Source: an optimization exercise on an open RTL-to-GDS flow (aim: small area and a short achievable clock period). Production flows keep margins and buffers that such runs may drop. Function was not checked in any run shown here: the RTL went through the layout flow alone. No activity file was given, so power comes from the tool's default toggle rates.

==> flow/design.v, too long to show whole: its modules and the start of the top module <==
// module neurona_capa_1: 1347 lines
// module nfa: 4 lines
// module nha: 4 lines
// module nx2: 3 lines
// module nxn2: 3 lines
module neurona_capa_1(
    weight_0, weight_1, weight_2, weight_3, weight_4, weight_5, weight_6, weight_7, weight_8, weight_9, weight_10, weight_11, weight_12, weight_13, weight_14, weight_15, weight_16, weight_17, weight_18, weight_19, weight_20, weight_21, weight_22, weight_23, weight_24, weight_25, weight_26, weight_27, weight_28, weight_29, weight_30, weight_31, weight_32, weight_33, weight_34, weight_35, weight_36, weight_37, weight_38, weight_39, weight_40, weight_41, weight_42, weight_43, weight_44, weight_45, weight_46, weight_47, weight_48,
    pixel_0, pixel_1, pixel_2, pixel_3, pixel_4, pixel_5, pixel_6, pixel_7, pixel_8, pixel_9, pixel_10, pixel_11, pixel_12, pixel_13, pixel_14, pixel_15, pixel_16, pixel_17, pixel_18, pixel_19, pixel_20, pixel_21, pixel_22, pixel_23, pixel_24, pixel_25, pixel_26, pixel_27, pixel_28, pixel_29, pixel_30, pixel_31, pixel_32, pixel_33, pixel_34, pixel_35, pixel_36, pixel_37, pixel_38, pixel_39, pixel_40, pixel_41, pixel_42, pixel_43, pixel_44, pixel_45, pixel_46, pixel_47, pixel_48,
    clk, out
);
  // ...
==> flow/flow/run.sh <==
#!/bin/bash
# Own layout flow: the standard flow (standard.sh, unchanged synthesis),
# except that the port buffers buffer_ports inserts are buf_1 cells rather
# than the default it picks; timing repair resizes them where needed.
set -euo pipefail
export BUFFER_PORTS_ARGS="-buffer_cell sky130_fd_sc_hd__buf_1"
bash standard.sh > standard.log 2>&1
==> flow/standard.sh <==
#!/bin/bash
# synth_recipe.tcl (not shown) runs the flow's synth.tcl, then flattens the netlist and writes it again
# the make line also repeats each setting of config.mk as NAME=value (left out here)
make -C /OpenROAD-flow-scripts/flow DESIGN_CONFIG=/design/flow/config.mk WORK_HOME=/design/flow/orfs CLKGATE_MAP_FILE= SYNTH_SCRIPT=/design/flow/synth_recipe.tcl "${@:-finish}"
==> flow/config.mk <==
export PLATFORM = sky130hd
export DESIGN_NAME = neurona_capa_1
export DESIGN_NICKNAME = neurona_capa_1
export VERILOG_FILES = /design/flow/design.v
export SDC_FILE = /design/flow/constraint.sdc
export NUM_CORES = 4
export LEC_CHECK = 0
export CAP_MARGIN = 20
export CORE_MARGIN = 2
export CORE_UTILIZATION = 40
export SETUP_SLACK_MARGIN = 4.5
export SLEW_MARGIN = 20
export SYNTH_HIERARCHICAL = 1
export SYNTH_MINIMUM_KEEP_SIZE = 0
==> flow/constraint.sdc <==
create_clock -name core_clock -period 8.0 [get_ports {clk}]
set_input_delay 1.6000 -clock core_clock [delete_from_list [all_inputs] [get_ports {clk}]]
set_output_delay 1.6000 -clock core_clock [all_outputs]
set_load 0.01 [all_outputs]
==> summary.md, run 1 <==
| Metric | Value |
|---|---|
| Status | finished clean |
| Multiplexer share of the synthesized area | 0% |
| PwrDens | 355 mW/mm^2 |
| End of the critical path | r1[21] |
| Maximum vdd drop | 0.000561 V |
| HP Class | register to register |
| Cell taking the most area after synthesis | fa_1 |
| Drt pass-1 iters | 5 |
| Routed len/inst | 22.8 um |
| RD Place Congestion | 0.967 |
| CORE AREA | 0.0250 mm^2 |
| Die area | 0.0267 mm^2 |
| Area post-placement | 0.0127 mm^2 |
| GRT overflow | 0 |
| Initial Util | 40.6% |
| Reg2Reg Setup Slack | 4960 ps |
| Clock group total power | 412 uW |
| Critical path startpoint category | input port |
| NonClk Buf Share | 17.8% |
| Antenna viol nets, final | 0 |
| Clock Network Area Fraction | 2.12% |
| Hold wc startpoint | r1[0] |
| CP required | 8210 ps |
| Clock H-tree levels | 3 |
| Slew margin rel. | 77.6% |
| First DRT Iteration DRCs | 366 |
| Synth Area in Simple Gates | 14.9% |
| Worst setup path class | input port to register |
| Netlist cell types | 16 |
| Crit-path cells | buf_12, nand2_4, fa_2, fa_2, fa_2, fa_2 |
==> inputs of run 2 (changes only) <==
--- a/flow/design.v
+++ b/flow/design.v
@@ -831,52 +831,46 @@
     wire h677;
     wire g678;
     wire h679;
     wire g680;
     wire h681;
     wire g682;
     wire h683;
     wire g684;
-    wire h685;
-    wire g686;
-    wire h687;
-    wire g688;
+    wire p685;
+    wire p686;
+    wire p687;
+    wire p688;
     wire p689;
     wire p690;
     wire p691;
     wire p692;
     wire p693;
     wire p694;
     wire p695;
     wire p696;
     wire p697;
-    wire p698;
-    wire p699;
-    wire p700;
-    wire p701;
-    wire p702;
-    wire p703;
-    wire p704;
+    wire x698;
+    wire x699;
+    wire x700;
+    wire h701;
+    wire g702;
+    wire h703;
+    wire g704;
     wire p705;
     wire p706;
     wire p707;
     wire p708;
     wire p709;
     wire p710;
     wire p711;
-    wire p712;
-    wire p713;
-    wire p714;
-    wire x715;
-    wire x716;
-    wire x717;
-    wire x718;
-    wire x719;
-    wire x720;
+    wire x712;
+    wire x713;
+    wire x714;
     nxn2 u_x1 (.a(nb_0[4]), .b(nb_10[4]), .y(x1));
     assign p2 = nb_0[4] | nb_10[4];
     nxn2 u_x3 (.a(nb_0[5]), .b(nb_10[5]), .y(x3));
     assign p4 = nb_0[5] | nb_10[5];
     nfa u_s5 (.a(nb_0[0]), .b(nb_10[0]), .ci(nb_11[0]), .s(s5), .co(c6));
     nfa u_s7 (.a(nb_12[0]), .b(nb_13[0]), .ci(nb_14[0]), .s(s7), .co(c8));
     nfa u_s9 (.a(nb_15[0]), .b(nb_16[0]), .ci(nb_17[0]), .s(s9), .co(c10));
     nfa u_s11 (.a(nb_18[0]), .b(nb_19[0]), .ci(nb_1[0]), .s(s11), .co(c12));
@@ -1262,100 +1256,82 @@
     nx2 u_x673 (.a(x672), .b(c655), .y(x673));
     nx2 u_x674 (.a(x673), .b(c657), .y(x674));
     nx2 u_x675 (.a(x674), .b(g661), .y(x675));
     nx2 u_x676 (.a(c659), .b(x675), .y(x676));
     nha u_h677 (.a(h588), .b(s586), .s(h677), .co(g678));
     nha u_h679 (.a(h596), .b(s594), .s(h679), .co(g680));
     nha u_h681 (.a(s606), .b(h608), .s(h681), .co(g682));
     nha u_h683 (.a(s622), .b(h624), .s(h683), .co(g684));
-    nha u_h685 (.a(h642), .b(s640), .s(h685), .co(g686));
-    nha u_h687 (.a(h660), .b(s658), .s(h687), .co(g688));
-    assign p689 = g680 | (h679 & g678);
-    assign p690 = h679 & h677;
-    assign p691 = g682 | (h681 & g680);
-    assign p692 = h681 & h679;
-    assign p693 = g684 | (h683 & g682);
-    assign p694 = h683 & h681;
-    assign p695 = g686 | (h685 & g684);
-    assign p696 = h685 & h683;
-    assign p701 = p691 | (p692 & g678);
-    assign p702 = p693 | (p694 & p689);
-    assign p703 = p694 & p690;
-    assign p704 = p695 | (p696 & p691);
-    assign p705 = p696 & p692;
-    assign p713 = ~r1[0];
-    assign p714 = ~h677;
-    nxn2 u_x715 (.a(h679), .b(g678), .y(x715));
-    nxn2 u_x716 (.a(h681), .b(p689), .y(x716));
-    nxn2 u_x717 (.a(h683), .b(p701), .y(x717));
-    nxn2 u_x718 (.a(h685), .b(p702), .y(x718));
-    reg r2_g688;
-    reg r2_h687;
-    reg r2_g686;
-    reg r2_h685;
-    reg r2_x676;
-    reg r2_p693;
+    assign p685 = h677 & r1[0];
+    assign p686 = g680 | (h679 & g678);
+    assign p687 = h679 & h677;
+    assign p688 = g682 | (h681 & g680);
+    assign p689 = h681 & h679;
+    assign p690 = g684 | (h683 & g682);
+    assign p691 = h683 & h681;
+    assign p692 = p688 | (p689 & g678);
+    assign p693 = p689 & p685;
+    assign p694 = p690 | (p691 & p686);
+    assign p695 = p691 & p687;
+    assign p696 = ~r1[0];
+    assign p697 = ~h677;
+    nxn2 u_x698 (.a(h679), .b(g678), .y(x698));
+    nxn2 u_x699 (.a(h681), .b(p686), .y(x699));
+    nxn2 u_x700 (.a(h683), .b(p692), .y(x700));
+    reg r2_h642;
+    reg r2_s640;
+    reg r2_h660;
+    reg r2_s658;
     reg r2_p694;
-    reg r2_p695;
+    reg r2_x676;
     reg r2_p696;
-    reg r2_p704;
-    reg r2_p705;
-    reg r2_g678;
-    reg r2_p689;
-    reg r2_p701;
-    reg r2_p713;
-    reg r2_p714;
-    reg r2_x715;
-    reg r2_x716;
-    reg r2_x717;
-    reg r2_x718;
+    reg r2_p697;
+    reg r2_x698;
+    reg r2_x699;
+    reg r2_x700;
     always @(posedge clk) begin
-        r2_g688 <= g688;
-        r2_h687 <= h687;
-        r2_g686 <= g686;
-        r2_h685 <= h685;
-        r2_x676 <= x676;
-        r2_p693 <= p693;
+        r2_h642 <= h642;
+        r2_s640 <= s640;
+        r2_h660 <= h660;
+        r2_s658 <= s658;
         r2_p694 <= p694;
-        r2_p695 <= p695;
+        r2_x676 <= x676;
         r2_p696 <= p696;
-        r2_p704 <= p704;
-        r2_p705 <= p705;
-        r2_g678 <= g678;
-        r2_p689 <= p689;
-        r2_p701 <= p701;
-        r2_p713 <= p713;
-        r2_p714 <= p714;
-        r2_x715 <= x715;
-        r2_x716 <= x716;
-        r2_x717 <= x717;
-        r2_x718 <= x718;
+        r2_p697 <= p697;
+        r2_x698 <= x698;
+        r2_x699 <= x699;
+        r2_x700 <= x700;
     end
-    assign p697 = r2_g688 | (r2_h687 & r2_g686);
-    assign p698 = r2_h687 & r2_h685;
-    assign p699 = r2_x676 & r2_g688;
-    assign p700 = r2_x676 & r2_h687;
-    assign p706 = p697 | (p698 & r2_p693);
-    assign p707 = p698 & r2_p694;
-    assign p708 = p699 | (p700 & r2_p695);
-    assign p709 = p700 & r2_p696;
-    assign p710 = r2_p704 | (r2_p705 & r2_g678);
-    assign p711 = p706 | (p707 & r2_p689);
-    assign p712 = p708 | (p709 & r2_p701);
-    nxn2 u_x719 (.a(r2_h687), .b(p710), .y(x719));
-    nxn2 u_x720 (.a(r2_x676), .b(p711), .y(x720));
-    assign out = {x720, x719, r2_x718, r2_x717, r2_x716, r2_x715, r2_p714, r2_p713};
+    nha u_h701 (.a(r2_h642), .b(r2_s640), .s(h701), .co(g702));
+    nha u_h703 (.a(r2_h660), .b(r2_s658), .s(h703), .co(g704));
+    assign p705 = g702 | (h701 & r2_p694);
+    assign p706 = g704 | (h703 & g702);
+    assign p707 = h703 & h701;
+    assign p708 = r2_x676 & g704;
+    assign p709 = r2_x676 & h703;
+    assign p710 = p706 | (p707 & r2_p694);
+    assign p711 = p708 | (p709 & p705);
+    nxn2 u_x712 (.a(h701), .b(r2_p694), .y(x712));
+    nxn2 u_x713 (.a(h703), .b(p705), .y(x713));
+    nxn2 u_x714 (.a(r2_x676), .b(p710), .y(x714));
+    assign out = {x714, x713, x712, r2_x700, r2_x699, r2_x698, r2_p697, r2_p696};
 endmodule
 module nfa(input wire a, input wire b, input wire ci, output wire s, output wire co);
     assign s = a ^ b ^ ci;
     assign co = (a & b) | (a & ci) | (b & ci);
 endmodule
 module nha(input wire a, input wire b, output wire s, output wire co);
     assign s = a ^ b;
     assign co = a & b;
 endmodule
 module nx2(input wire a, input wire b, output wire y);
     assign y = a ^ b;
 endmodule
+module nmx(input wire s, input wire a, input wire b, output wire y);
+    assign y = s ? b : a;
+endmodule
+module nmj(input wire a, input wire b, input wire c, output wire y);
+    assign y = (a & b) | (a & c) | (b & c);
+endmodule
 module nxn2(input wire a, input wire b, output wire y);
     assign y = ~(a ^ b);
 endmodule
==> flow/flow/run.sh (replaced) <==
#!/bin/bash
# Own layout flow: the standard flow (standard.sh, unchanged synthesis),
# with two changes: the port buffers buffer_ports inserts are buf_1 cells
# (timing repair resizes them where needed), and the setup repair margin is
# 0 ns for the pre-placement repair in floorplan and 4.7 ns for the
# repairs after clock-tree synthesis and global routing, so that gates are
# upsized from placed timing rather than from the wire-less estimate.
set -euo pipefail
export BUFFER_PORTS_ARGS="-buffer_cell sky130_fd_sc_hd__buf_1"
SETUP_SLACK_MARGIN=0 bash standard.sh synth floorplan > standard_floorplan.log 2>&1
SETUP_SLACK_MARGIN=4.7 bash standard.sh > standard.log 2>&1
==> flow/config.mk (replaced) <==
export PLATFORM = sky130hd
export DESIGN_NAME = neurona_capa_1
export DESIGN_NICKNAME = neurona_capa_1
export VERILOG_FILES = /design/flow/design.v
export SDC_FILE = /design/flow/constraint.sdc
export NUM_CORES = 4
export LEC_CHECK = 0
export CAP_MARGIN = 20
export CORE_MARGIN = 2
export CORE_UTILIZATION = 40
export CTS_BUF_LIST = sky130_fd_sc_hd__clkbuf_4 sky130_fd_sc_hd__clkbuf_8
export SLEW_MARGIN = 20
export SYNTH_HIERARCHICAL = 1
export SYNTH_MINIMUM_KEEP_SIZE = 0
==> run 2 against run 1 <==
Utilization is 0.75 points higher. First-iteration DRC count is 47% higher. Global-route usage is 1.4 points higher. Synthesized cell count is 1.7% lower. Largest cell class unchanged. Largest power group unchanged. Highest routed layer unchanged.
==> summary.md, run 2 <==
| Metric | Value |
|---|---|
| CTS tree | yes (unchanged) |
| GRT overflow | 0 (unchanged) |
| Routed len/inst | 24.4 um (was 22.8 um) |
| Multiplexer share of the synthesized area | 0% (unchanged) |
| Antenna viol nets, final | 0 (unchanged) |
| Post-synth ARST share | 0% (unchanged) |
| CTS Buf Count | 9 (unchanged) |
| First-pass GRT wire length | 57.0 mm (was 55.7 mm) |
| Crit. Startpoint | pixel_24 (was pixel_13) |
| Clock Skews | 7.73 ps (was 5.07 ps) |
| LEAKAGE | 0.00502 uW (was 0.00503 uW) |
| Sequential area share after synthesis | 14.4% (was 15.4%) |
| Post-Synth Adder-Cell Area | 58.0% (was 57.1%) |
| Initial Util | 41.0% (was 40.6%) |
| RD Place Congestion | 0.953 (was 0.967) |
| Final core occ | 57.3% (was 56.6%) |
| Critical path startpoint category | input port (unchanged) |
| Final Max Tran Viols | 0 (unchanged) |
| Most flops, register | r1 (unchanged) |
| Synth Cell Area | 0.00999 mm^2 (was 0.0102 mm^2) |
| Clock H-tree levels | 3 (unchanged) |
| Initial antenna violation count | 2 (was 0) |
| Worst-Skew Late Latency | 370 ps (was 340 ps) |
| Synth Area in Simple Gates | 14.9% (about the same) |
| Largest net degree at the start of global routing | 13 (was 14) |
| Critical path endpoint category | register (unchanged) |
| Reg-to-Reg Start | r1[13] (was r1[33]) |
| FF+latch count, synth | 72 (was 78) |
| Largest register FFs | 61 (unchanged) |
| IO Port Bufs | 449 (unchanged) |
| YS warnings | 7 (unchanged) |
| Fin Hold WS | 377 ps (was 361 ps) |
| Slew margin rel. | 79.7% (was 77.6%) |
| WP data arrival | 3850 ps (was 3870 ps) |
| # DRC | 0 (unchanged) |
| Top FF cell, synth | dfxtp_1 (unchanged) |
| Min Clock Period, post-route | 3600 ps (was 3650 ps) |
| Chip width | 162 um (was 163 um) |
| CORE AREA | 0.0244 mm^2 (was 0.0250 mm^2) |
| TNS Setup | 0 ps (unchanged) |
| Count leader, synth | nand2_1 (unchanged) |
| Hold buffer count at cts | 0 (unchanged) |
| Final hold vios | 0 (unchanged) |
| Clock transition at the registers of the reported paths | 80 ps (was 60 ps) |
| Cell taking the most area after synthesis | fa_1 (unchanged) |
| Routed via count | 8401 (was 8171) |
| CP required | 8250 ps (was 8210 ps) |
| Site row count | 57 (was 58) |
| Number of nets in the final layout | 2079 (was 2093) |
| Drt pass-1 iters | 5 (unchanged) |
| Most frequent cells in the layout | buf_1 (345), nand2_1 (253), fa_2 (174) (was buf_1 (363), nand2_1 (220), fa_2 (173)) |
| RSZ-0062 raised after global routing | yes (unchanged) |
| Worst setup path class | input port to register (unchanged) |
| Post-synth top cells | nand2_1 (392), fa_1 (282), xor2_1 (96) (was nand2_1 (395), fa_1 (282), xor2_1 (96)) |
| Worst-Margin Slew | 303 ps (was 335 ps) |
| Die Y | 162 um (was 163 um) |
| Post-Synth XOR/XNOR Area | 9.12% (was 8.97%) |
| Compound-Gate Fraction of Synth Area | 0.463% (was 0.591%) |
| Syn nets | 1665 (was 1681) |
| # Max-Cap Violations | 0 (unchanged) |
| Post-Synthesis Cells | 929 (was 945) |
| Top cell type's share of synthesized area | 56.5% (was 55.6%) |
| Netlist cell types | 12 (was 16) |
| Die area | 0.0263 mm^2 (was 0.0267 mm^2) |
| TritonCTS Sinks | 72 (was 78) |
| Total GRT Usage | 31.3% (was 29.9%) |
| Period utilization | 45.0% (was 45.6%) |
| Main combinational cell family by area after synthesis | adder cells (unchanged) |
| Share of layout cells above drive strength 1 | 33.5% (was 34.0%) |
| Mapped Avg Cell Area | 10.8 um^2 (was 10.7 um^2) |
| PwrDens | 300 mW/mm^2 (was 355 mW/mm^2) |
| HP Class | register to register (unchanged) |
| Finish-stage setup viols | 0 (unchanged) |
| Fmax achieved | 278 MHz (was 274 MHz) |
| Detailed Route WL | 40.9 mm (was 38.6 mm) |
| Clock Path Buffers | 2 (unchanged) |
| Most common cell after layout, fill and taps aside | buf_1 (unchanged) |
| Vias in the first global route | 9584 (was 9492) |
| First DRT Iteration DRCs | 539 (was 366) |
| Top cells by area, synth | fa_1 (57%), nand2_1 (15%), dfxtp_1 (14%) (was fa_1 (56%), dfxtp_1 (15%), nand2_1 (15%)) |
| I/O Pins | 450 (unchanged) |
| Vias per cell | 5.02 (was 4.83) |
| Area Growth Syn to Fin | 40.0% (was 39.5%) |
| Root buffer cell | clkbuf_8 (was clkbuf_16) |
| Crit-path max FO | 8 (unchanged) |
| Hold wc startpoint | r1[0] (unchanged) |
| Post-synth EDFFs | 0 (unchanged) |
| Status | finished clean (unchanged) |
| Hpwl dp | 36.5 mm (was 34.9 mm) |
| Maximum vdd drop | 0.000420 V (was 0.000561 V) |
## run 2: changes by cell type after synthesis, sizes merged
cell,previous run,this run
dfxtp,78,72
a21oi,4,0
nand2,395,392
o21ai,2,0
a21o,4,5
a31o,0,1
and2,1,0
and3,1,0
nand3,1,0
## run 2: through the flow
stage          cell area (um^2)  total power [uW]  setup slack, ps  instances
2_1_floorplan              9990              2900             4090        929
3_3_place_gp              11800              3640             3420       1645
3_5_place_dp              11800              3700             3400       1645
4_1_cts                   13500              4220             4420       1669
5_1_grt                   14000              4600             4400       1674
6_report                  14000              4200             4400       1674
## run 2: layer usage
metal | global-route usage [%] | share of wire (%)
met2 | 57.5 | 53
met4 | 10.1 | 3.6
met1 | 36.6 | 36
met3 | 6.28 | 7.1
met5 | 0 | 0
## run 2: worst max-delay path, cell delays in order
cell and delay [ps]:
buf_12 110, nand2_2 70, fa_2 580, fa_2 470, fa_2 590, fa_2 420
## run 2: worst paths after layout
check | to | slack (ps) | depth (start not counted)
setup / recovery | r1[0] | 4400 | 6
hold / removal | r2_p696 | 380 | 1
setup reg to reg | r2_p694 | 5200 | 7
hold reg to reg | r2_p696 | 380 | 1
## run 2: cell type report
class	instances	area, um^2
clock inverters	4	75.1
flip-flops and latches	72	1440
diodes	2	5.00
fillers	2187	10400
clock buffers	12	165
multi-input cells	798	9250
repair buffers	460	2630
inverters	2	7.51
well taps	324	405
## run 2: power breakdown
| group | internal (uW) | switching, uW | leakage [uW] | total (uW) |
|---|---|---|---|---|
| registers | 619 | 103 | 0.000606 | 723 |
| logic | 1550 | 1580 | 0.00430 | 3130 |
| clock network | 201 | 147 | 0.000115 | 348 |
| total | 2370 | 1830 | 0.00502 | 4200 |
## run 2: modules after synthesis, one instance, submodules excluded
module          cells inside  copies in the design  flip-flops and latches  cell area [um^2]
nha                        1                    12                       0              12.5
nxn2                       1                     8                       0              8.76
nfa                        1                   282                       0              20.0
nx2                        1                    96                       0              8.76
neurona_capa_1           531                     1                      72              3280
## run 2: cells by family (layout without fill, tap and decap cells)
| group | count (synthesis) | count (layout) |
|---|---|---|
| compound gates | 6 | 6 |
| fa+ha+maj | 294 | 294 |
| other cells | 0 | 2 |
| buf+inv | 59 | 478 |
| simple gates | 394 | 394 |
| xor+xnor | 104 | 104 |
| flops | 72 | 72 |
## run 2: repair_timing
action / 4_1_cts / 5_1_grt
pin swaps: 149 / 148
buffers inserted: 8 / 2
resized for setup: 516 / 135
setup endpoints to repair: 62 / 50
hold endpoints to repair: 0 / 0
cloned: 0 / 1

==> afterwards: timing with drivers on the ports <==
The flow's constraints put no driver on any port. The routed layouts listed below were extracted and timed again, unchanged, in two steps.
Step 1 assumes that a clkbuf_16 drives the clock port and a buf_2 every other input.
Step 2 times the ports against the registers' clock, not the clock port: input delays grow and output delays shrink by t, the midpoint of the rising clock arrivals with the driver on.
a / b / c = no drivers / after step 1 / after step 2; a / b = the first two.
| run | t (ns) | setup WS [ns] | latest minus earliest clock arrival (ns) | worst data-port slew with drivers (ns) |
|---|---|---|---|---|
| run 1 | 0.374 | 4.349 / 4.321 / 3.946 | 0.006 / 0.005 | 0.09 |
| run 2 | 0.402 | 4.401 / 4.338 / 3.936 | 0.009 / 0.009 | 0.12 |
After both steps every run listed still meets setup and hold. For run 2, which loses most, drivers alone change the setup slack by -0.063 ns; drivers and shift together by -0.465 ns.
